From an optimization exercise on the open Yosys and OpenROAD flow, aimed at small area and a short achievable clock period; shortcuts taken in it are not production practice.
The RTL was checked by simulation tests, not by an equivalence proof against the original design.
Power is estimated from default activity; no workload was simulated.

==> flow/design.v <==
module trysim(input i_clk, input i_rst, input i_cfg_we, input [4:0] i_cfg_idx, input [3:0] i_cfg_vel,
              output o2,o3,o4,o5,o6,o7,o8,o9,o10,o11,o12,o13,o14,o15,o16,o17,o18,o19,o20,o21);
localparam N = 30;
localparam W = 12;
reg [W-1:0] pos [0:N-1];     
reg [3:0]   vel [0:N-1];
reg [5:0]   ctr;             
reg         stopp;
reg [20:1]  occ;
wire [W-1:0] c  [0:N-1];
wire [W-1:0] u  [0:N-1];
wire [3:0]   nv [0:N-1];
wire [N-1:0] zero;
wire [N-1:0] eq;
wire [3:0]   ve [0:N-1];    
reg         wq;              
reg [4:0]   iq;
reg [3:0]   vq;
wire [N-1:0] cp;             
genvar i, k;
generate
for (i = 0; i < N; i = i + 1) begin : car
	wire notent = (ctr < 2*i);
	wire enter  = (ctr == 2*i);
	wire move   = !notent && !enter;
	wire [3:0] vm = ve[i];
	wire [5:0] lo = {1'b0, pos[i][4:0]} + {2'b00, vm};
	wire [6:0] hi = pos[i][W-1:5];
	wire       k5 = lo[5];
	wire [W-1:0] s = {hi + {6'd0, k5}, lo[4:0]};
	wire hz = (hi == 7'd0) && !k5;                               
	wire hw = ((hi == 7'd64) && !k5) || ((hi == 7'd63) && k5);    
	wire loi = (lo[4:0] >= i);
	wire wrap = s[W-1] && !(hw && !loi);
	wire [W-1:0] mv = {s[W-1] & ~wrap, s[W-2:0]};
	assign c[i] = notent ? i : enter ? i + 1 : mv;
	wire sml = hz || (hw && loi);
	wire [N:i+1] ge;
	wire [N:i+1] g;
	for (k = i + 1; k <= N; k = k + 1) begin : th
		if (k == i + 1) begin : ent
			assign ge[k] = enter || (move && (!sml || lo[4:0] >= k));
		end else begin : mov
			assign ge[k] = move && (!sml || lo[4:0] >= k);
		end
		if (i == 0) begin : g0
			assign g[k] = ge[k];
		end else begin : gn
			assign g[k] = ge[k] & (zero[i-1] | car[i-1].g[k]);
		end
	end
	assign zero[i] = ~g[i+1];
	if (i == 0) begin : r0
		assign u[i]  = c[i];
		assign nv[i] = ve[i];
		assign cp[i] = 1'b0;
		assign eq[i] = 1'b0;
	end else begin : rn
		wire [W:0] sa, sb;   
		assign sa[W] = zero[i-1];
		assign sb[W] = 1'b0;
		for (k = W - 1; k >= 0; k = k - 1) begin : bt
			wire a = c[i][k];
			wire b = u[i-1][k];
			assign u[i][k] = (a | sb[k+1]) & (b | sa[k+1]);
			assign sa[k] = sa[k+1] | (b & ~u[i][k]);
			assign sb[k] = sb[k+1] | (a & ~u[i][k]);
		end
		assign cp[i] = sb[0];
		assign nv[i] = sb[0] ? nv[i-1] : ve[i];
		assign eq[i] = ~sa[0];
	end
end
endgenerate
wire [20:1] hit [0:N-1];
wire [N-1:0] jam;
generate
for (i = 0; i < N; i = i + 1) begin : res
	wire hz6 = (u[i][W-1:6] == 0);
	wire [7:0] ah, bl;
	for (k = 0; k < 8; k = k + 1) begin : pd
		assign ah[k] = hz6 && (u[i][5:3] == k);
		assign bl[k] = (u[i][2:0] == k);
	end
	for (k = 1; k <= 20; k = k + 1) begin : dec
		assign hit[i][k] = ah[(i + k) >> 3] & bl[(i + k) & 7];
	end
	if (i >= 3) begin : jm
		assign jam[i] = eq[i] & eq[i-1] & eq[i-2] & (|hit[i][16:1]);
	end else begin : nj
		assign jam[i] = 1'b0;
	end
	assign ve[i] = (wq && iq == i) ? vq : vel[i];
	always @(posedge i_clk) begin
		pos[i] <= u[i];
		if (!i_rst && !stopp && cp[i]) begin
			vel[i] <= nv[(i == 0) ? 0 : i - 1];
		end else begin
			vel[i] <= ve[i];
		end
	end
end
endgenerate
reg [20:1] any;
integer j;
always @* begin
	any = 20'd0;
	for (j = 0; j < N; j = j + 1) any = any | hit[j];
end
always @(posedge i_clk) begin
	wq <= i_rst && i_cfg_we;
	iq <= i_cfg_idx;
	vq <= i_cfg_vel;
	if (i_rst) begin
		ctr <= 6'd0;
		stopp <= 1'b0;
		occ <= 20'd0;
	end else begin
		if (ctr != 6'd63) ctr <= ctr + 6'd1;
		if (!stopp) begin
			stopp <= |jam;
			occ <= any;
		end
	end
end
assign {o21,o20,o19,o18,o17,o16,o15,o14,o13,o12,o11,o10,o9,o8,o7,o6,o5,o4,o3,o2} = occ;
endmodule
==> flow/run.sh <==
#!/bin/bash
# synth_recipe.tcl (not shown) runs the flow's synth.tcl, then flattens the netlist and writes it again
# the make line also repeats each setting of config.mk as NAME=value (left out here)
make -C /OpenROAD-flow-scripts/flow DESIGN_CONFIG=/design/flow/config.mk WORK_HOME=/design/flow/orfs CLKGATE_MAP_FILE= SYNTH_SCRIPT=/design/flow/synth_recipe.tcl finish
==> flow/config.mk <==
export PLATFORM = sky130hd
export DESIGN_NAME = trysim
export DESIGN_NICKNAME = trysim
export VERILOG_FILES = /design/flow/design.v
export SDC_FILE = /design/flow/constraint.sdc
export NUM_CORES = 4
export LEC_CHECK = 0
export ABC_AREA = 1
export CAP_MARGIN = 20
export CORE_MARGIN = 2
export CORE_UTILIZATION = 60
export PLACE_DENSITY = 0.72
export SLEW_MARGIN = 20
==> flow/constraint.sdc <==
create_clock -name core_clock -period 65.0 [get_ports {i_clk}]
set_input_delay 13.0000 -clock core_clock [delete_from_list [all_inputs] [get_ports {i_clk}]]
set_output_delay 13.0000 -clock core_clock [all_outputs]
set_load 0.01 [all_outputs]
==> impl.org, run 1 <==
** Pwr
- Net switching is 38.09% of the power.
- Switching component of the power :: 0.4083 mW
- Summed over all cells, the static leakage comes to 30.76 nW.
- Of the total power, combinational logic draws 31.1%.
- IR Drop Worst-Case VDD :: 0.02712 mV
- Cell internal power dissipation :: 0.6636 mW
- Dividing total power by cell area gives a power density of 18.12 nW/um^2.
- Sequential cells burn 31.9% of the power.
- The clock network accounts for 37.0% of the total power.

** CTS
- Master cell of the clock root buffer :: clkbuf_16
- Clock transition at the registers of the reported paths :: 0.06 ns
- Clock Latency Late Sink :: 0.67 ns
- Number of hold buffers added after cts :: 0
- In this run, post-CTS repair resized a total of 0 instances.
- CTS Sinks :: 516
- CTS tree :: yes
- Max clock buf depth :: 3
- CTS built an H-tree with a depth of 3.
- TritonCTS buffer count :: 68
- Postcts setup bufs :: 0

** Synthesis
- In this run, synthesis inferred 0 flip-flops with an integrated enable.
- The netlist uses 85 different library cells.
- For this run, asynchronously set or reset flops after synthesis account for 0%.
- Leading cell types by total area after synthesis :: nand2_1, dfxtp_1, inv_1, nor2_1, nand3_1
- Synth area leader :: nand2_1
- In this run, synthesis produced a sequential element count of 516.
- Each instance of the synthesized netlist takes up on average 5.666 um^2.
- For this run, the number of Yosys warnings is 3.
- Main synth FF type :: dfxtp_1
- Counting every instance in the synthesized netlist gives 9761.
- After synthesis the cells add up to 55300 um^2.
- Summing the sequential cell areas from Yosys gives 18.68% of the chip area.
- Fraction of post-synthesis cell area in the top cell type by area :: 21.30%

** Critical path
- The worst register-to-register path begins at wq$_DFF_P_.
- Max Fanout on Critical Path :: 26
- Count of buffering cells on the critical path with inverters included :: 4
- Kind of end point of the critical path :: flip-flop
- The kind of cell with the highest combined delay along the critical path is compound AO/OA/AOI/OAI gates.
- Worst Path Arrival :: 17.56 ns
- Required time of the critical path :: 65.60 ns
- Register-to-register setup slack :: 48.04 ns
- Cell with the largest stage delay on the worst path :: a21oi_2
- Cell mode on critical path :: nand2_1
- The largest single stage delay on the critical path is 0.84 ns.
- The critical path is of the flip-flop to flip-flop type.
- Count of cells along the worst register-to-register path :: 78
- The endpoint identified for the worst register-to-register timing path is occ[12]$_SDFFE_PP0N_.
- The worst setup path is launched from a flip-flop.

** GRT
- The via count of the first global-routing pass came to 61670.
- Maximum number of pins on one net before global-route repair :: 30
- Tot GR Track Use :: 42.45%
- The first global-routing pass estimated 324200 um of wire.
- GRT overflow :: 0
- Number of antenna violations at the first check in global routing :: 4

** Routing
- In the routed design, unresolved DRC markers number 0.
- Number of DRC violations after detailed-routing iteration 0 :: 7927
- Dividing the detail-routed via count by the number of cells gives 6.051.
- Routed vias :: 66840
- Number of search-and-repair iterations in the first detailed-routing pass :: 13
- The count of nets left with antenna violations once routing finished came out at 0.
- Total routed wirelength :: 208600 um
- Routed length per instance :: 18.88 um

** Final layout
- The number of antenna diodes in the final layout is 0.
- Fraction of layout instances using a drive strength above 1 :: 7.515%
- The finished layout holds 11050 standard cells, fillers aside.
- Commonest cells after routing, fill and taps aside :: nand2_1, inv_1, nor2_1
- The library cell used most frequently in the layout, excluding fill and tap cells, is nand2_1.
- From synthesis to final layout, the design area changed by 6.979%.
- Once layout is complete, the utilization of the core stands at 64.64%.
- Number of nets in the layout :: 10040
- Counting the fill cells in the layout gives 8847.

** Status
- The run finished with no timing, DRC or antenna violations.

** Timing
- Headroom to the max-slew limit came out at 19.73%.
- Worst Max-Slew Pin Slew :: 1.201 ns
- Setup_tns :: 0 ns
- Post-Route Hold Slack :: 0.5475 ns
- Unrepaired setup endpoints after global routing :: false
- Between clock sinks in the finished design, the worst skew comes to 0.03664 ns.
- Period utilization :: 26.09%
- The clock period could shrink to 16.96 ns.
- Setup violations remaining at the end of the flow were counted as 0.
- The number of max-slew violations in the final report was 0.
- Number of hold violations in the final report :: 0
- Based on the critical path, the design can be clocked at up to 0.05898 GHz.

** Job
- Number of violations of the max-capacitance limit :: 0

** Floorplanning
- Site Rows :: 111
- The initial utilization of the core area, before any placement, comes to 60.43%.
- For this design the top-level I/O count stands at 32.
- Die W :: 307.6 um
- Placeable core region :: 91520 um^2
- The die covers 94620 um^2.
- Chip Height :: 307.6 um

** Placed design
- Sum of net half-perimeters after detailed placement :: 170300 um
- Weighted congestion at the end of routability-driven global placement :: 1.120
- During placement, the flow inserted port buffers numbering 31.
- After detailed placement, the design holds a cell count of 10930.

** Min path
- Worst hold start :: occ[11]$_SDFFE_PP0N_
- The worst hold path belongs to the class flip-flop to flip-flop.
- WHS Path Cells :: 2
- Min-Delay Endpoint :: occ[11]$_SDFFE_PP0N_
[sequential cells by signal, indices dropped and copies added (netlist names)]
signal / count
wq: 1
ctr: 6
pos: 359
vel: 120
stopp: 1
vq: 4
occ: 20
iq: 5
[worst max path at each step]
stage | from | end | cells after the start
3_3_place_gp | wq$_DFF_P_ | occ[12]$_SDFFE_PP0N_ | 77
6_report | wq$_DFF_P_ | occ[12]$_SDFFE_PP0N_ | 78
2_1_floorplan | i_rst | vel[16][0]$_DFF_P_ | 5
5_1_grt | wq$_DFF_P_ | occ[12]$_SDFFE_PP0N_ | 85
3_5_place_dp | wq$_DFF_P_ | occ[12]$_SDFFE_PP0N_ | 79
4_1_cts | wq$_DFF_P_ | occ[12]$_SDFFE_PP0N_ | 82
[cells by family (layout without fill, tap and decap cells)]
family | after synthesis | in the layout | synth area share, %
multiplexers | 84 | 84 | 1.701
flip-flops | 516 | 516 | 18.68
AO/OA/AOI/OAI | 1489 | 1489 | 16.27
XOR/XNOR | 83 | 83 | 1.314
adder cells (fa/ha/maj) | 214 | 214 | 5.249
buffers and inverters | 1671 | 1770 | 11.64
AND/OR/NAND/NOR | 5704 | 5704 | 45.15
[metal layers]
metal  vias to the layer above  share of wire (%)  GRT usage (%)
li1                      31940                  -              -
met1                     30390                 40          53.32
met2                      3716                 44          68.68
met3                       789                 10          7.659
met4                         4                6.4          23.35
met5                         -              0.015              0
[Yosys cell counts, drive strengths merged (80+ instances only)]
library cell,n
ha,184
nand3,648
dfxtp,516
mux2,80
nand3b,89
nor2,911
nor4,93
o21ai,610
a21oi,422
xor2,81
a31oi,111
nand4,140
nor3,292
nand2,3471
inv,1570
[worst register-to-register path: cells and delay by family, from the launching register on]
kind	cells	cell delay, ns
and+or+nand+nor	45	5.35
buffers and inverters	4	0.70
adders and majority gates	2	0.86
AOI/OAI and AO/OA	27	9.68
DFF	1	0.32
[stage by stage]
| stage | area [um^2] | setup WS, ns | power, mW |
|---|---|---|---|
| global placement | 56890 | 48.98 | 0.6611 |
| detailed placement | 56890 | 48.50 | 0.6654 |
| finish | 59160 | 48.04 | 1.072 |
| global route | 59160 | 46.14 | 1.112 |
| floorplan | 55300 | 50.76 | 0.5745 |
| CTS | 59160 | 48.43 | 1.058 |
[power by group through the flow]
stage | Sequential, mW | Combinational [mW] | Clock [mW]
after floorplan | 0.345 | 0.230 | 0
after global placement | 0.347 | 0.314 | 0
after detailed placement | 0.348 | 0.318 | 0
after CTS | 0.341 | 0.321 | 0.396
after global routing | 0.342 | 0.363 | 0.407
final | 0.341 | 0.333 | 0.397
[layout make-up]
type	instances	area (um^2)	area share, %
clock inverters	29	352.8	0.5964
clock buffers	90	1926	3.255
inverters	1587	5968	10.09
multi-input cells	7574	38550	65.15
well taps	1186	1484	2.508
repair buffers	64	558.0	0.9432
flip-flops and latches	516	10330	17.46
==> run 2: changes to the inputs <==
--- a/flow/design.v
+++ b/flow/design.v
@@ -4,2 +4,3 @@
 localparam W = 12;
+localparam NEAR = 3;         
 reg [W-1:0] pos [0:N-1];     
@@ -8,2 +9,3 @@
 reg         stopp;
+reg [5:0]   stp;             
 reg [20:1]  occ;
@@ -12,8 +14,5 @@
 wire [3:0]   nv [0:N-1];
-wire [N-1:0] zero;
+wire [N-1:0] zero;          
+wire [N-1:0] zerof;         
 wire [N-1:0] eq;
-wire [3:0]   ve [0:N-1];    
-reg         wq;              
-reg [4:0]   iq;
-reg [3:0]   vq;
 wire [N-1:0] cp;             
@@ -22,6 +21,7 @@
 for (i = 0; i < N; i = i + 1) begin : car
-	wire notent = (ctr < 2*i);
-	wire enter  = (ctr == 2*i);
+	wire st = stp[i / 5];
+	wire notent = !st && (ctr < 2*i);
+	wire enter  = !st && (ctr == 2*i);
 	wire move   = !notent && !enter;
-	wire [3:0] vm = ve[i];
+	wire [3:0] vm = st ? 4'd0 : vel[i];
 	wire [5:0] lo = {1'b0, pos[i][4:0]} + {2'b00, vm};
@@ -47,10 +47,20 @@
 			assign g[k] = ge[k];
-		end else begin : gn
+		end else if (k == i + 1) begin : gz
+			assign g[k] = ~zero[i];
+		end else if (k <= i + 1 + NEAR) begin : gc
 			assign g[k] = ge[k] & (zero[i-1] | car[i-1].g[k]);
+		end else begin : gf
+			assign g[k] = ge[k] & (zerof[i-1] | car[i-1].g[k]);
 		end
 	end
-	assign zero[i] = ~g[i+1];
+	if (i == 0) begin : z0
+		zgate zc (.c(ge[1]), .z(1'b0), .g(1'b1), .zo(zero[i]));
+		zgate zf (.c(ge[1]), .z(1'b0), .g(1'b1), .zo(zerof[i]));
+	end else begin : zn
+		zgate zc (.c(ge[i+1]), .z(zero[i-1]), .g(car[i-1].g[i+1]), .zo(zero[i]));
+		zgate zf (.c(ge[i+1]), .z(zero[i-1]), .g(car[i-1].g[i+1]), .zo(zerof[i]));
+	end
 	if (i == 0) begin : r0
 		assign u[i]  = c[i];
-		assign nv[i] = ve[i];
+		assign nv[i] = vel[i];
 		assign cp[i] = 1'b0;
@@ -59,3 +69,3 @@
 		wire [W:0] sa, sb;   
-		assign sa[W] = zero[i-1];
+		assign sa[W] = zerof[i-1];
 		assign sb[W] = 1'b0;
@@ -69,3 +79,3 @@
 		assign cp[i] = sb[0];
-		assign nv[i] = sb[0] ? nv[i-1] : ve[i];
+		assign nv[i] = sb[0] ? nv[i-1] : vel[i];
 		assign eq[i] = ~sa[0];
@@ -92,9 +102,9 @@
 	end
-	assign ve[i] = (wq && iq == i) ? vq : vel[i];
+	wire wr = i_rst && i_cfg_we && (i_cfg_idx == i);
 	always @(posedge i_clk) begin
 		pos[i] <= u[i];
-		if (!i_rst && !stopp && cp[i]) begin
+		if (wr) begin
+			vel[i] <= i_cfg_vel;
+		end else if (!i_rst && cp[i]) begin
 			vel[i] <= nv[(i == 0) ? 0 : i - 1];
-		end else begin
-			vel[i] <= ve[i];
 		end
@@ -110,5 +120,2 @@
 always @(posedge i_clk) begin
-	wq <= i_rst && i_cfg_we;
-	iq <= i_cfg_idx;
-	vq <= i_cfg_vel;
 	if (i_rst) begin
@@ -116,2 +123,3 @@
 		stopp <= 1'b0;
+		stp <= 6'd0;
 		occ <= 20'd0;
@@ -119,6 +127,5 @@
 		if (ctr != 6'd63) ctr <= ctr + 6'd1;
-		if (!stopp) begin
-			stopp <= |jam;
-			occ <= any;
-		end
+		stopp <= |jam;
+		for (j = 0; j < 6; j = j + 1) stp[j] <= (|(jam >> (5 * j + 3))) | (|(jam << (30 - 5 * j - 3)));
+		occ <= any;
 	end
@@ -127 +134,4 @@
 endmodule
+module zgate(input c, input z, input g, output zo);
+	assign zo = ~(c & (z | g));
+endmodule
--- a/flow/config.mk
+++ b/flow/config.mk
@@ -13 +13,2 @@
 export SLEW_MARGIN = 20
+export SYNTH_HIERARCHICAL = 1
==> impl.org, run 2 <==
** Timing
- Slew margin rel. :: 17.54% (-2.2 points)
- The total negative setup slack was 0 ns (unchanged).
- The hold violation count in the final report is 0 (unchanged).
- The final hold slack came to 0.5645 ns (+0.01702 ns).
- The number of max-slew violations in the final report came to 0 (unchanged).
- The portion of the clock cycle consumed by the worst path in the final layout was 25.46% (-0.62 points).
- Worst Max-Slew Pin Slew :: 1.206 ns (+0.004455 ns)
- Unrepaired setup endpoints after global routing :: false
- The total setup violations reported at the end of the flow was 0 (unchanged).
- Peak clock frequency supported by timing :: 0.06042 GHz (+2.4%)
- The worst setup skew after layout is 0.05133 ns (+0.01469 ns).
- Tmin final :: 16.55 ns (-0.4048 ns)

** Synthesis
- The number of synthesized register bits was 511 (-0.97%).
- The fraction of post-synthesis cell area in the top cell type by area is 16.02% (-5.3 points).
- The mean post-synth cell area was 5.879 um^2 (+3.8%).
- The netlist area before placement is 57210 um^2 (+3.4%).
- In the synthesized netlist the dominant register cell turns out to be dfxtp_1.
- The number of warnings reported in the yosys synthesis log came to 9 (+6).
- Leading cell types by total area after synthesis :: nand2_1, dfxtp_1, inv_1, nor2_1, edfxtp_1
- Count of different cell masters after synthesis :: 86 (+1.2%)
- The largest total area in the synthesized netlist belongs to nand2_1.
- The sequential cell area fraction in the yosys report was 19.98% (+1.3 points).
- Number of flops mapped to enable cells by yosys :: 120 (+120)
- The cell count after synthesis came to 9731 (-0.31%).
- The commonest cells after synthesis are nand2_1, inv_1, nor2_1.
- The share of synthesized flip-flops with an asynchronous set or reset is 0% (unchanged).
- By instance count, the leading cell after synthesis is nand2_1.

** Critical path
- Required time of the critical path :: 65.31 ns (-0.29 ns)
- The arrival time of the worst setup path was 16.86 ns (-0.70 ns).
- The largest fanout of any net on the critical path is 20 (-23%).
- Largest stage delay on the critical path :: 0.80 ns (-0.04 ns)
- The worst setup path is captured at a flip-flop.
- In this design, the critical path's most frequently occurring cell is nand2_1.
- The worst-case reg-to-reg path depth came to 76 (-2.6%).
- Startpoint types :: flip-flop
- Cell with the largest stage delay on the worst path :: dfxtp_1
- The critical path is of the flip-flop to flip-flop type.

** Pwr
- LEAKAGE :: 32.47 nW (+5.5%)
- Pwr dens :: 16.16 nW/um^2 (-11%)
- IR Drop Worst-Case VDD :: 0.01976 mV (-27%)

** Placed design
- The half-perimeter wire length of the detailed placement result came to 173400 um (+1.9%).
- Standard cell area after detailed placement :: 58890 um^2 (+3.5%)
- Weighted congestion at the end of routability-driven global placement :: 1.092 (-2.5%)
- Post-Place Cells :: 10980 (+0.48%)
- Port bufs :: 31 (unchanged)

** Final layout
- The final net count was 10010 (-0.27%).
- The area growth from synthesis to layout is 7.267%.
- Leaving out fill and tap cells, the most frequent cell in the layout is nand2_1.
- The number of standard cells in the layout, taps in and fillers out came to 11110 (+0.55%).
- Diode insertion count for antenna repair :: 0 (unchanged)
- Ranked by flip-flop count, first place goes to pos.
- Flip-flop count of the largest register after layout :: 359 (unchanged)
- Commonest cells after routing, fill and taps aside :: nand2_1, inv_1, nor2_1
- Fraction of layout instances using a drive strength above 1 :: 8.708% (+1.2 points)
- Final non-filler cell area :: 61370 um^2 (+3.7%)
- The largest registers in the layout are pos (359), vel (120), occ (20).

** GRT
- First-pass GRT wire length :: 329100 um (+1.5%)
- GRT overflow :: 0 (unchanged)
- Number of antenna violations at the first check in global routing :: 7 (+3)
- Tot GR Track Use :: 41.67% (-0.78 points)
- The maximum number of pins on one net before global-route repair came to 50 (+67%).
- Via count of the first global-routing pass :: 61810 (+0.23%)

** Routing
- Number of DRC violations after detailed-routing iteration 0 :: 8279 (+4.4%)
- The via count came to 66790 (-0.069%).
- Total routed wirelength :: 212900 um (+2.1%)
- The vias per cell was 6.013 (-0.62%).
- DRC viols :: 0 (unchanged)
- The number of routed nets with antenna violations is 0 (unchanged).
- The number of optimization iterations in the first detailed-route pass came to 9 (-4).
- Routed length per instance :: 19.17 um (+1.5%)

** CTS
- The clock buffer count from CTS is 69 (+1.5%).
- Postcts setup bufs :: 0 (unchanged)
- The depth of the CTS H-tree is 3 (unchanged).
- Clock Latency Late Sink :: 0.68 ns (about the same)
- TritonCTS built the clock tree.
- The total clock sinks came to 511 (-0.97%).
- The buffer depth of the longest clock path was 3 (unchanged).
- Number of hold buffers added after cts :: 0 (unchanged)
- Clock transition at the registers of the reported paths :: 0.06 ns (about the same)
- The quantity of gates resized following cts came to 0 (unchanged).
- CTS placed an instance of clkbuf_16 at the clock tree root.

** Floorplanning
- The number of I/O pins was 32 (unchanged).
- Overall die area :: 97840 um^2 (+3.4%)
- The number of rows in the core area came to 113 (+1.8%).
- The area of the core came to 94730 um^2 (+3.5%).
- Die W :: 312.8 um (+1.7%)
- The effective utilization at floorplan was 60.39% (about the same).
- Chip Height :: 312.8 um (+1.7%)

** Min path
- The min-delay analysis places its worst path in the category flip-flop to flip-flop.
- The hold-critical path depth is 2 (unchanged).

** Job
- Number of violations of the max-capacitance limit :: 0 (unchanged)

** Status
- Result of the run :: no timing/DRC/antenna violations
==> run 2: cell types whose count changed after synthesis, moves of 114 or more <==
| cell | before | now |
|---|---|---|
| a21oi_1 | 390 | 504 |
| dfxtp_1 | 516 | 391 |
| edfxtp_1 | 0 | 120 |
| inv_1 | 1526 | 1733 |
| nand2_1 | 3139 | 2442 |
| nand2_2 | 288 | 409 |
| nand2_4 | 43 | 171 |
| nor2_1 | 886 | 1043 |
==> run 2: worst max-delay path, delay by kind of cell (launching register included) <==
family | cells | cell delay (ns)
buffers and inverters | 7 | 1.57
AND/OR/NAND/NOR | 40 | 5.08
AO/OA/AOI/OAI | 28 | 8.38
flip-flops | 1 | 0.80
adder cells (fa/ha/maj) | 1 | 0.32
==> run 2: power breakdown <==
part	leakage (nW)	switching (mW)	internal (mW)	total, mW
registers	4.24	0.00531	0.333	0.338
clock network	1.19	0.176	0.249	0.426
logic	27.0	0.166	0.0624	0.228
total	32.5	0.347	0.644	0.992
==> run 2: per-module statistics from Yosys, one instance, submodules excluded <==
module,copies in the design,cells inside
zgate,57,1
trysim,1,9674
==> run 2: cell type report <==
class,instances,area (um^2)
sequential,511,11430
inverter,1784,6704
timing repair buffer,57,500.5
tap,1265,1583
clock inverter,44,550.5
fill,8980,33360
multi-input combinational,7362,38670
clock buffer,84,1927
==> run 2: metrics by stage <==
stage / setup WS [ns] / total power, mW / utilization (%)
6_report: 48.45 / 0.9918 / 64.78
5_1_grt: 47.18 / 1.017 / 64.78
4_1_cts: 49.37 / 0.9792 / 64.78
3_5_place_dp: 49.45 / 0.5606 / 62.17
3_3_place_gp: 49.64 / 0.5612 / 62.16
2_1_floorplan: 50.58 / 0.4857 / -
==> run 2: layer usage <==
metal | part of all wire, % | global-route usage, % | up-vias
li1 | - | - | 31900
met1 | 40 | 53.53 | 30620
met2 | 44 | 67.74 | 3594
met3 | 10 | 7.973 | 658
met4 | 5.0 | 18.81 | 12
met5 | 0.032 | 0 | -
==> run 2: cell families (layout without fill, tap and decap cells) <==
family | count (synthesis) | in the layout | share of synthesized area (%)
AOI/OAI and AO/OA | 1608 | 1608 | 16.40
xor gates and xnor gates | 118 | 118 | 1.820
adders and majority gates | 213 | 213 | 5.052
buffers and inverters | 1860 | 1969 | 12.47
DFF | 511 | 511 | 19.98
muxes | 2 | 2 | 0.03499
other | 2 | 4 | 0.01313
and+or+nand+nor | 5417 | 5417 | 44.23
==> run 2: worst paths after layout <==
path         slack [ns]              start                   end
max reg2reg       48.45  stp[0]$_SDFF_PP0_  vel[26][0]$_DFFE_PP_
min reg2reg        0.56  pos[0][7]$_DFF_P_     pos[0][7]$_DFF_P_
max               48.45  stp[0]$_SDFF_PP0_  vel[26][0]$_DFFE_PP_
min                0.56  pos[0][7]$_DFF_P_     pos[0][7]$_DFF_P_
==> run 3: changes to the inputs <==
--- a/flow/design.v
+++ b/flow/design.v
@@ -4,3 +4,2 @@
 localparam W = 12;
-localparam NEAR = 3;         
 reg [W-1:0] pos [0:N-1];     
@@ -9,3 +8,2 @@
 reg         stopp;
-reg [5:0]   stp;             
 reg [20:1]  occ;
@@ -13,7 +11,7 @@
 wire [W-1:0] u  [0:N-1];
-wire [3:0]   nv [0:N-1];
-wire [N-1:0] zero;          
-wire [N-1:0] zerof;         
-wire [N-1:0] eq;
-wire [N-1:0] cp;             
+wire [3:0]   nv [0:N-1];    
+wire [3:0]   lc [0:N-1];    
+wire [N-1:0] anc;           
+wire [N-1:0] zero;
+wire [N-1:0] eq;             
 genvar i, k;
@@ -21,7 +19,6 @@
 for (i = 0; i < N; i = i + 1) begin : car
-	wire st = stp[i / 5];
-	wire notent = !st && (ctr < 2*i);
-	wire enter  = !st && (ctr == 2*i);
+	wire notent = !stopp && (ctr < 2*i);
+	wire enter  = !stopp && (ctr == 2*i);
 	wire move   = !notent && !enter;
-	wire [3:0] vm = st ? 4'd0 : vel[i];
+	wire [3:0] vm = stopp ? 4'd0 : vel[i];
 	wire [5:0] lo = {1'b0, pos[i][4:0]} + {2'b00, vm};
@@ -47,17 +44,7 @@
 			assign g[k] = ge[k];
-		end else if (k == i + 1) begin : gz
-			assign g[k] = ~zero[i];
-		end else if (k <= i + 1 + NEAR) begin : gc
+		end else begin : gn
 			assign g[k] = ge[k] & (zero[i-1] | car[i-1].g[k]);
-		end else begin : gf
-			assign g[k] = ge[k] & (zerof[i-1] | car[i-1].g[k]);
 		end
 	end
-	if (i == 0) begin : z0
-		zgate zc (.c(ge[1]), .z(1'b0), .g(1'b1), .zo(zero[i]));
-		zgate zf (.c(ge[1]), .z(1'b0), .g(1'b1), .zo(zerof[i]));
-	end else begin : zn
-		zgate zc (.c(ge[i+1]), .z(zero[i-1]), .g(car[i-1].g[i+1]), .zo(zero[i]));
-		zgate zf (.c(ge[i+1]), .z(zero[i-1]), .g(car[i-1].g[i+1]), .zo(zerof[i]));
-	end
+	assign zero[i] = ~g[i+1];
 	if (i == 0) begin : r0
@@ -65,3 +52,4 @@
 		assign nv[i] = vel[i];
-		assign cp[i] = 1'b0;
+		assign lc[i] = vel[i];
+		assign anc[i] = 1'b1;
 		assign eq[i] = 1'b0;
@@ -69,3 +57,3 @@
 		wire [W:0] sa, sb;   
-		assign sa[W] = zerof[i-1];
+		assign sa[W] = zero[i-1];
 		assign sb[W] = 1'b0;
@@ -75,7 +63,17 @@
 			assign u[i][k] = (a | sb[k+1]) & (b | sa[k+1]);
-			assign sa[k] = sa[k+1] | (b & ~u[i][k]);
-			assign sb[k] = sb[k+1] | (a & ~u[i][k]);
+			assign sa[k] = sa[k+1] | (~sb[k+1] & ~a & b);
+			assign sb[k] = sb[k+1] | (~sa[k+1] & a & ~b);
 		end
-		assign cp[i] = sb[0];
-		assign nv[i] = sb[0] ? nv[i-1] : vel[i];
+		if (i % 5 == 0) begin : vb
+			assign lc[i]  = vel[i];
+			assign anc[i] = ~sb[0];
+		end else begin : vr
+			assign lc[i]  = sb[0] ? lc[i-1] : vel[i];
+			assign anc[i] = anc[i-1] | ~sb[0];
+		end
+		if (i < 5) begin : vn0
+			assign nv[i] = lc[i];
+		end else begin : vnx
+			assign nv[i] = anc[i] ? lc[i] : nv[(i / 5) * 5 - 1];
+		end
 		assign eq[i] = ~sa[0];
@@ -102,9 +100,8 @@
 	end
-	wire wr = i_rst && i_cfg_we && (i_cfg_idx == i);
 	always @(posedge i_clk) begin
 		pos[i] <= u[i];
-		if (wr) begin
-			vel[i] <= i_cfg_vel;
-		end else if (!i_rst && cp[i]) begin
-			vel[i] <= nv[(i == 0) ? 0 : i - 1];
+		if (i_rst) begin
+			if (i_cfg_we && i_cfg_idx == i) vel[i] <= i_cfg_vel;
+		end else begin
+			vel[i] <= nv[i];
 		end
@@ -123,3 +120,2 @@
 		stopp <= 1'b0;
-		stp <= 6'd0;
 		occ <= 20'd0;
@@ -128,3 +124,2 @@
 		stopp <= |jam;
-		for (j = 0; j < 6; j = j + 1) stp[j] <= (|(jam >> (5 * j + 3))) | (|(jam << (30 - 5 * j - 3)));
 		occ <= any;
@@ -134,4 +129 @@
 endmodule
-module zgate(input c, input z, input g, output zo);
-	assign zo = ~(c & (z | g));
-endmodule
--- a/flow/config.mk
+++ b/flow/config.mk
@@ -13,2 +13 @@
 export SLEW_MARGIN = 20
-export SYNTH_HIERARCHICAL = 1
==> impl.org, run 3 <==
** Status
- The flow ran to the end and the layout has no timing, DRC or antenna violations.

** Final layout
- The fraction of layout cells with a size suffix above 1 came to 10.53% (+1.8 points).
- More flip-flops sit in one register than any other, and that register is pos.
- Post-layout utilization of the core :: 64.20% (-0.59 points)
- Synth-to-layout area growth :: 6.342%
- In the final layout, the registers with the most flip-flops are pos (359), vel (120), occ (20).
- Final non-filler cell area :: 61810 um^2 (+0.72%)
- Number of nets in the layout :: 10100 (+0.90%)
- The fill cell total of the finished layout was 8808 (-1.9%).
- Flip-flop count of the largest register after layout :: 359 (unchanged)
- Most frequent standard cell in the layout excluding fill and tap cells :: nand2_1
- The top cell types in the final layout, fill and taps aside, are nand2_1, inv_1, nor2_1.

** Synthesis
- Share of synthesized area spent on multiplexers :: 0% (-0.035 points)
- The fraction of post-synthesis cell area in the top cell type by area is 16.92% (+0.90 points).
- The number of warnings reported in the yosys synthesis log was 3 (-6).
- The cell count after synthesis came to 9849 (+1.2%).
- Average size of a mapped cell :: 5.902 um^2 (+0.38%)
- Cell with the most instances after synthesis :: nand2_1
- Main synth FF type :: dfxtp_1
- Share of synthesized area occupied by flip-flops and latches :: 19.49% (-0.49 points)
- The netlist area before placement is 58120 um^2 (+1.6%).
- Synth area leader :: nand2_1
- The synthesized-area fraction occupied by ao, oa, aoi and oai cells came to 16.09% (-0.31 points).
- Count of different cell masters after synthesis :: 95 (+10%)
- The post-synthesis xor/xnor area fraction was 1.744% (-0.076 points).
- Share of synthesized flip-flops with an asynchronous set or reset :: 0% (unchanged)
- Sorting the synthesized cells by area gives the leading types as nand2_1, dfxtp_1, inv_1, nor2_1, edfxtp_1.
- Adder and majority gate portion of the synthesized area :: 4.973% (-0.079 points)
- #FFs+latches synth :: 506 (-0.98%)
- The commonest cells after synthesis are nand2_1, inv_1, nor2_1.
- The number of enable-type register cells in the synthesized netlist came to 120 (unchanged).
- Post-Synth Simple-Gate Area :: 45.33% (+1.1 points)
- By area, the combinational part of the netlist is dominated by simple AND/OR/NAND/NOR gates.

** Timing
- Slew margin rel. :: 9.616% (-7.9 points)
- Unrepaired setup endpoints after global routing :: false
- The hold violation count in the final report was 0 (unchanged).
- The worst setup skew after layout was 0.04055 ns (-0.01078 ns).
- The portion of the clock cycle consumed by the worst path in the final layout was 24.90% (-0.56 points).
- The final critical delay including setup and external delays is 16.19 ns (-0.3640 ns).
- The number of max-slew violations in the final report came to 0 (unchanged).
- The actual transition at the worst max-transition pin came to 1.322 ns (+0.1159 ns).
- Final-report setup violation count :: 0 (unchanged)
- Peak clock frequency supported by timing :: 0.06178 GHz (+2.2%)
- Setup_tns :: 0 ns (unchanged)

** CTS
- H-Tree Level Count :: 3 (unchanged)
- Post_cts resized :: 0 (unchanged)
- Number of hold buffers added after cts :: 0 (unchanged)
- CTS tree :: yes
- TritonCTS buffer count :: 68 (-1.4%)
- The total clock sinks was 506 (-0.98%).
- The clock transition time at the flip-flop clock pins of the worst setup and hold paths was 0.06 ns (about the same).
- The clock latency on the worst-skew pair is 0.66 ns (-0.02 ns).
- Postcts setup bufs :: 0 (unchanged)
- Max clock buf depth :: 3 (unchanged)
- Master cell of the clock root buffer :: clkbuf_16

** Critical path
- Kind of critical path :: flip-flop to flip-flop
- Count of buffering cells on the critical path with inverters included :: 4 (-3)
- Max Fanout on Critical Path :: 72 (+260%)
- Worst Path Arrival :: 16.49 ns (-0.37 ns)
- The worst setup path is launched from a flip-flop.
- The kind of cell with the highest combined delay along the critical path is simple AND/OR/NAND/NOR gates.
- The data required time at the worst endpoint is 65.30 ns (about the same).
- STA classifies the critical path endpoint as a flip-flop.
- The most numerous cell type found on the critical path is nand2_1.
- Largest stage delay on the critical path :: 0.87 ns (+0.07 ns)
- Cell with the largest stage delay on the worst path :: dfxtp_4

** Placed design
- Port bufs :: 31 (unchanged)
- Sum of net half-perimeters after detailed placement :: 185900 um (+7.2%)
- Standard cell area after detailed placement :: 59580 um^2 (+1.2%)
- Weighted congestion at the end of routability-driven global placement :: 1.098 (+0.52%)

** Floorplanning
- Top-level I/O count :: 32 (unchanged)
- The number of rows in the core area is 114 (+0.88%).
- Die W :: 315.2 um (+0.78%)
- Chip Height :: 315.2 um (+0.78%)
- Overall die area :: 99380 um^2 (+1.6%)
- Placeable core region :: 96280 um^2 (+1.6%)
- Starting density of the core :: 60.37% (about the same)

** Job
- The reported max-cap violation count was 0 (unchanged).

** GRT
- The overflow left after global routing came to 0 (unchanged).
- First-pass GRT wire length :: 344600 um (+4.7%)
- Tot GR Track Use :: 43.99% (+2.3 points)
- Via count of the first global-routing pass :: 63430 (+2.6%)
- Number of antenna violations at the first check in global routing :: 7 (unchanged)
- The maximum number of pins on one net before global-route repair was 100 (+100%).

** Routing
- The post-detailed-route wirelength per cell was 20.34 um (+6.1%).
- Number of nets with antenna violations after detailed routing :: 0 (unchanged)
- The vias per cell came to 6.123 (+1.8%).
- DRC viols :: 0 (unchanged)
- The number of optimization iterations in the first detailed-route pass was 8 (-1).
- The first-iteration detailed-routing DRC count was 9261 (+12%).
- The via count came to 68610 (+2.7%).
- The total wire length is 228000 um (+7.1%).

** Pwr
- LEAKAGE :: 31.97 nW (-1.5%)
- Pwr dens :: 16.25 nW/um^2 (+0.52%)
- The worst voltage drop across the vdd grid was 0.02792 mV (+41%).
- The overall power of the completed layout came to 1.004 mW (+1.2%).

** Min path
- In this run the worst hold path is classified as flip-flop to flip-flop.
## run 3: final cells by class
cell class	count	area, um^2	share of cell area, %
inverter	1742	6563	10.62
clock inverter	27	302.8	0.4899
antenna	5	12.51	0.02024
clock buffer	92	1904	3.081
timing repair buffer	54	480.5	0.7773
tap	1276	1597	2.583
multi-input combinational	7503	39620	64.09
sequential	506	11330	18.34
## run 3: path summary, 6_finish.rpt
kind | depth (start not counted) | startpoint | slack [ns] | end
worst min-delay path | 3 | pos[20][11]$_DFF_P_ | 0.65 | pos[20][11]$_DFF_P_
worst min register to register | 3 | pos[20][11]$_DFF_P_ | 0.65 | pos[20][11]$_DFF_P_
worst max-delay path | 77 | stopp$_SDFF_PP0_ | 48.81 | vel[29][2]$_DFFE_PP_
worst max register to register | 77 | stopp$_SDFF_PP0_ | 48.81 | vel[29][2]$_DFFE_PP_
## run 3: kinds of logic (layout without fill, tap and decap cells)
group | Yosys count | count (layout)
other | 0 | 5
xor gates and xnor gates | 114 | 114
buffers and inverters | 1840 | 1915
adders and majority gates | 213 | 213
AOI/OAI and AO/OA | 1525 | 1525
and+or+nand+nor | 5651 | 5651
DFF | 506 | 506
## run 3: power breakdown
group	total [mW]	switching [mW]	internal [mW]	leakage [nW]
Combinational	0.276	0.202	0.0732	26.6
Clock	0.388	0.165	0.223	1.09
Sequential	0.340	0.00619	0.334	4.28
Total	1.00	0.374	0.630	32.0
## run 3: worst reg2reg max path, delay by kind of cell, from the launching register on
family | cells | cell delay, ns
and+or+nand+nor | 53 | 7.18
AOI/OAI and AO/OA | 19 | 6.63
DFF | 1 | 0.87
buffers and inverters | 4 | 0.85
adders and majority gates | 1 | 0.29
## run 3: layer usage
metal	track usage (%)	part of all wire, %
met3	9.321	11
met4	25.00	6.6
met2	70.01	44
met5	0	0.0088
met1	55.10	39
## run 3: metrics by stage
| step | worst slack [ns] | hold slack (ns) | cells |
|---|---|---|---|
| 2_1_floorplan | 50.45 | 0.4829 | 9849 |
| 3_3_place_gp | 48.99 | 0.6051 | 11080 |
| 3_5_place_dp | 48.74 | 0.6310 | 11080 |
| 4_1_cts | 49.28 | 0.6387 | 11200 |
| 5_1_grt | 47.75 | 0.6849 | 11200 |
| 6_report | 48.81 | 0.6479 | 11210 |

-- what the ideal ports hide --
No port has a modelled driver above. Below, the same layouts with a new extraction and two added sets of constraints. Step 1: set_driving_cell puts a clkbuf_16 on i_clk and a buf_2 on each other input, an assumption about the parent block. Step 2 also shifts input and output timing later by t, the mid clock arrival at the registers, as if the neighbouring blocks saw the same clock. a / b / c = ideal / step 1 / step 2; a / b = the first two.
run | t (ns) | setup slack, ns | clock arrival spread, ns | worst register clock-pin slew, ns
run 1 | 0.727 | 48.044 / 48.044 / 48.044 | 0.037 / 0.036 | 0.07 / 0.07
run 2 | 0.740 | 48.449 / 48.449 / 48.449 | 0.052 / 0.051 | 0.07 / 0.07
run 3 | 0.724 | 48.813 / 48.813 / 48.813 | 0.041 / 0.041 | 0.07 / 0.07
After both steps setup and hold are still met in every run listed.
